From an optimization exercise on the open Yosys and OpenROAD flow, aimed at small area and a short achievable clock period; shortcuts taken in it are not production practice. RTL that was checked went through simulation tests only; none was proved equivalent to the original. Power is estimated from default activity; no workload was simulated.

==> module Tensor_Crossbar_Array_4m4n4k, before the edit <==
module Tensor_Crossbar_Array_4m4n4k(
    input wire clk,
    input wire rst,
    input wire start,
    input wire [15:0] cin_M_0, input wire [15:0] cin_M_1,
    input wire [15:0] cin_M_2, input wire [15:0] cin_M_3,
    input wire [15:0] cin_N_0, input wire [15:0] cin_N_1,
    input wire [15:0] cin_N_2, input wire [15:0] cin_N_3,
    input wire [15:0] cin_K_0, input wire [15:0] cin_K_1,
    input wire [15:0] cin_K_2, input wire [15:0] cin_K_3,
    output wire [15:0] data_out_col_0,
    output wire [15:0] data_out_col_1,
    output wire [15:0] data_out_col_2,
    output wire [15:0] data_out_col_3
);
localparam [2:0] S_IDLE = 3'd0, S_LOAD = 3'd1, S_MULT = 3'd2, S_ADD = 3'd3, S_OUT = 3'd4;
reg [2:0] state;
reg [2:0] f;         
reg [3:0] ec;        
wire load = (state == S_LOAD);
reg [35:0] slot [0:3];
reg [15:0] bq0, bq1, bq2, bq3;
function [15:0] bcol(input integer c);
    integer t;
    reg [15:0] m;
    begin
        for (t = 0; t < 4; t = t + 1) begin
            case (t)
                0: m = cin_M_0; 1: m = cin_M_1; 2: m = cin_M_2; default: m = cin_M_3;
            endcase
            bcol[4*t +: 4] = m[15-4*c -: 4];
        end
    end
endfunction
function [15:0] swz(input [15:0] w);
    swz = {w[3:0], w[7:4], w[11:8], w[15:12]};
endfunction
always @(posedge clk) begin
    if (load) begin
        bq0 <= bcol(0); bq1 <= bcol(1); bq2 <= bcol(2); bq3 <= bcol(3);
    end else begin
        bq0 <= bq2; bq2 <= bq0; bq1 <= bq3; bq3 <= bq1;
    end
end
reg [15:0] a_cur;
reg [7:0]  c_cur;
wire [2:0] rj = ec[2:0];
always @(posedge clk) begin
    a_cur <= slot[rj[2:1]][15:0];
    c_cur <= rj[0] ? slot[rj[2:1]][31:24] : slot[rj[2:1]][23:16];
end
wire [8:0] res0, res1;
dot9_pipe e0 (.clk(clk), .a(a_cur), .b(bq2), .c(c_cur[3:0]), .r(res0));
dot9_pipe e1 (.clk(clk), .a(a_cur), .b(bq3), .c(c_cur[7:4]), .r(res1));
wire       wr_en   = (ec >= 4'd3) && (ec <= 4'd10);
wire [3:0] wj      = ec - 4'd3;
wire [1:0] wr_row  = wj[2:1];
wire       wr_half = wj[0];
integer r;
always @(posedge clk) begin
    for (r = 0; r < 4; r = r + 1) begin
        if (load) begin
            case (r)
                0: slot[r][31:0] <= {swz(cin_K_0), swz(cin_N_0)};
                1: slot[r][31:0] <= {swz(cin_K_1), swz(cin_N_1)};
                2: slot[r][31:0] <= {swz(cin_K_2), swz(cin_N_2)};
                default: slot[r][31:0] <= {swz(cin_K_3), swz(cin_N_3)};
            endcase
        end else if (wr_en && wr_row == r) begin
            if (wr_half)
                slot[r][31:18] <= {res1[4:0], res0};
            else
                slot[r][17:0] <= {res1, res0};
        end
        if (!load && wr_en && wr_row == r && wr_half)
            slot[r][35:32] <= res1[8:5];
    end
end
reg [9:0] o0, o1, o2, o3;
assign data_out_col_0 = {{6{o0[9]}}, o0};
assign data_out_col_1 = {{6{o1[9]}}, o1};
assign data_out_col_2 = {{6{o2[9]}}, o2};
assign data_out_col_3 = {{6{o3[9]}}, o3};
function [9:0] dec(input [8:0] v);
    dec = {v[8] & (|v[7:3]), v};
endfunction
wire [1:0]  orow = f[1:0] - 2'd1;
wire [35:0] rrow = slot[orow];
always @(posedge clk) begin
    if (rst) begin
        state <= S_IDLE;
        f <= 3'd0;
        ec <= 4'd15;
        o0 <= 10'd0; o1 <= 10'd0; o2 <= 10'd0; o3 <= 10'd0;
    end else begin
        if (state == S_IDLE) begin
            o0 <= 10'd0; o1 <= 10'd0; o2 <= 10'd0; o3 <= 10'd0;
        end else if (state == S_OUT && f != 3'd0) begin
            o0 <= dec(rrow[8:0]);
            o1 <= dec(rrow[17:9]);
            o2 <= dec(rrow[26:18]);
            o3 <= dec(rrow[35:27]);
        end
        if (ec != 4'd15)
            ec <= ec + 4'd1;
        if (start) begin
            case (state)
                S_IDLE: state <= S_LOAD;
                S_LOAD: begin state <= S_MULT; ec <= 4'd0; end
                S_MULT: if (ec >= 4'd7) state <= S_ADD;
                S_ADD:  state <= S_OUT;
                S_OUT:  if (f == 3'd4) begin f <= 3'd0; state <= S_IDLE; end
                        else f <= f + 3'd1;
                default: state <= S_IDLE;
            endcase
        end
    end
end
endmodule
Settings: LEC_CHECK=0, CAP_MARGIN=20, CORE_MARGIN=2, CORE_UTILIZATION=40, SETUP_SLACK_MARGIN=3.0, SLEW_MARGIN=20; clock period 5.0 ns.
run.sh (not shown) runs the stock make flow with config.mk's settings and CLKGATE_MAP_FILE= SYNTH_SCRIPT=/design/flow/synth_recipe.tcl, a recipe that flattens the netlist after the stock synthesis.
Then changed:
--- a/flow/design.v
+++ b/flow/design.v
@@ -222,10 +222,12 @@
 wire [8:0] res0, res1;
 dot9_pipe e0 (.clk(clk), .a(a_cur), .b(bq2), .c(c_cur[3:0]), .r(res0));
 dot9_pipe e1 (.clk(clk), .a(a_cur), .b(bq3), .c(c_cur[7:4]), .r(res1));
-wire       wr_en   = (ec >= 4'd3) && (ec <= 4'd10);
-wire [3:0] wj      = ec - 4'd3;
-wire [1:0] wr_row  = wj[2:1];
-wire       wr_half = wj[0];
+reg [7:0] wsel;
+always @(posedge clk) begin
+    wsel <= 8'd0;
+    if (ec >= 4'd2 && ec <= 4'd9)
+        wsel[ec - 4'd2] <= 1'b1;
+end
 integer r;
 always @(posedge clk) begin
     for (r = 0; r < 4; r = r + 1) begin
@@ -236,13 +238,13 @@
                 2: slot[r][31:0] <= {swz(cin_K_2), swz(cin_N_2)};
                 default: slot[r][31:0] <= {swz(cin_K_3), swz(cin_N_3)};
             endcase
-        end else if (wr_en && wr_row == r) begin
-            if (wr_half)
+        end else begin
+            if (wsel[2*r])
+                slot[r][17:0] <= {res1, res0};
+            if (wsel[2*r+1])
                 slot[r][31:18] <= {res1[4:0], res0};
-            else
-                slot[r][17:0] <= {res1, res0};
-        end
-        if (!load && wr_en && wr_row == r && wr_half)
+        end
+        if (!load && wsel[2*r+1])
             slot[r][35:32] <= res1[8:5];
     end
 end
@@ -254,12 +256,13 @@
 function [9:0] dec(input [8:0] v);
     dec = {v[8] & (|v[7:3]), v};
 endfunction
-wire [1:0]  orow = f[1:0] - 2'd1;
+reg  [1:0]  orow;      
 wire [35:0] rrow = slot[orow];
 always @(posedge clk) begin
     if (rst) begin
         state <= S_IDLE;
         f <= 3'd0;
+        orow <= 2'd3;
         ec <= 4'd15;
         o0 <= 10'd0; o1 <= 10'd0; o2 <= 10'd0; o3 <= 10'd0;
     end else begin
@@ -279,8 +282,8 @@
                 S_LOAD: begin state <= S_MULT; ec <= 4'd0; end
                 S_MULT: if (ec >= 4'd7) state <= S_ADD;
                 S_ADD:  state <= S_OUT;
-                S_OUT:  if (f == 3'd4) begin f <= 3'd0; state <= S_IDLE; end
-                        else f <= f + 3'd1;
+                S_OUT:  if (f == 3'd4) begin f <= 3'd0; orow <= 2'd3; state <= S_IDLE; end
+                        else begin f <= f + 3'd1; orow <= orow + 2'd1; end
                 default: state <= S_IDLE;
             endcase
         end
- design area is about the same
- non-clock buffer count fell by 33
- flip-flop and latch count increases by 10
- total power decreases by about 6%
- via count increases by 1.3%
- routed wire length came out higher by about 2.2%
- synthesized cell count rises by 5.0%
- maximum frequency shrinks by about 1%
- final cell count went up by about 2.2%
No functional check of the RTL was part of the first run of this note.

-- port drivers added, routing unchanged --
Ports are ideal in the flow. The routed layouts listed here were re-timed in OpenROAD. Step 1: set_driving_cell puts a clkbuf_16 on clk and a buf_2 on each other input, an assumption about the parent block. Step 2 also shifts input and output timing later by t, the mid clock arrival at the registers, as if the neighbouring blocks saw the same clock. Three values: ideal, step 1, step 2; two values: the first two.
run | shift t [ns] | slack for setup (ns) | pins driven straight from the clock port
the first run | 0.580 | 2.763 / 2.753 / 2.549 | 1
the second run | 0.617 | 2.739 / 2.739 / 2.457 | 1
After both steps setup and hold are still met in every run listed. For the second run, which loses most, drivers alone change the setup slack by 0.000 ns; drivers and shift together by -0.282 ns.
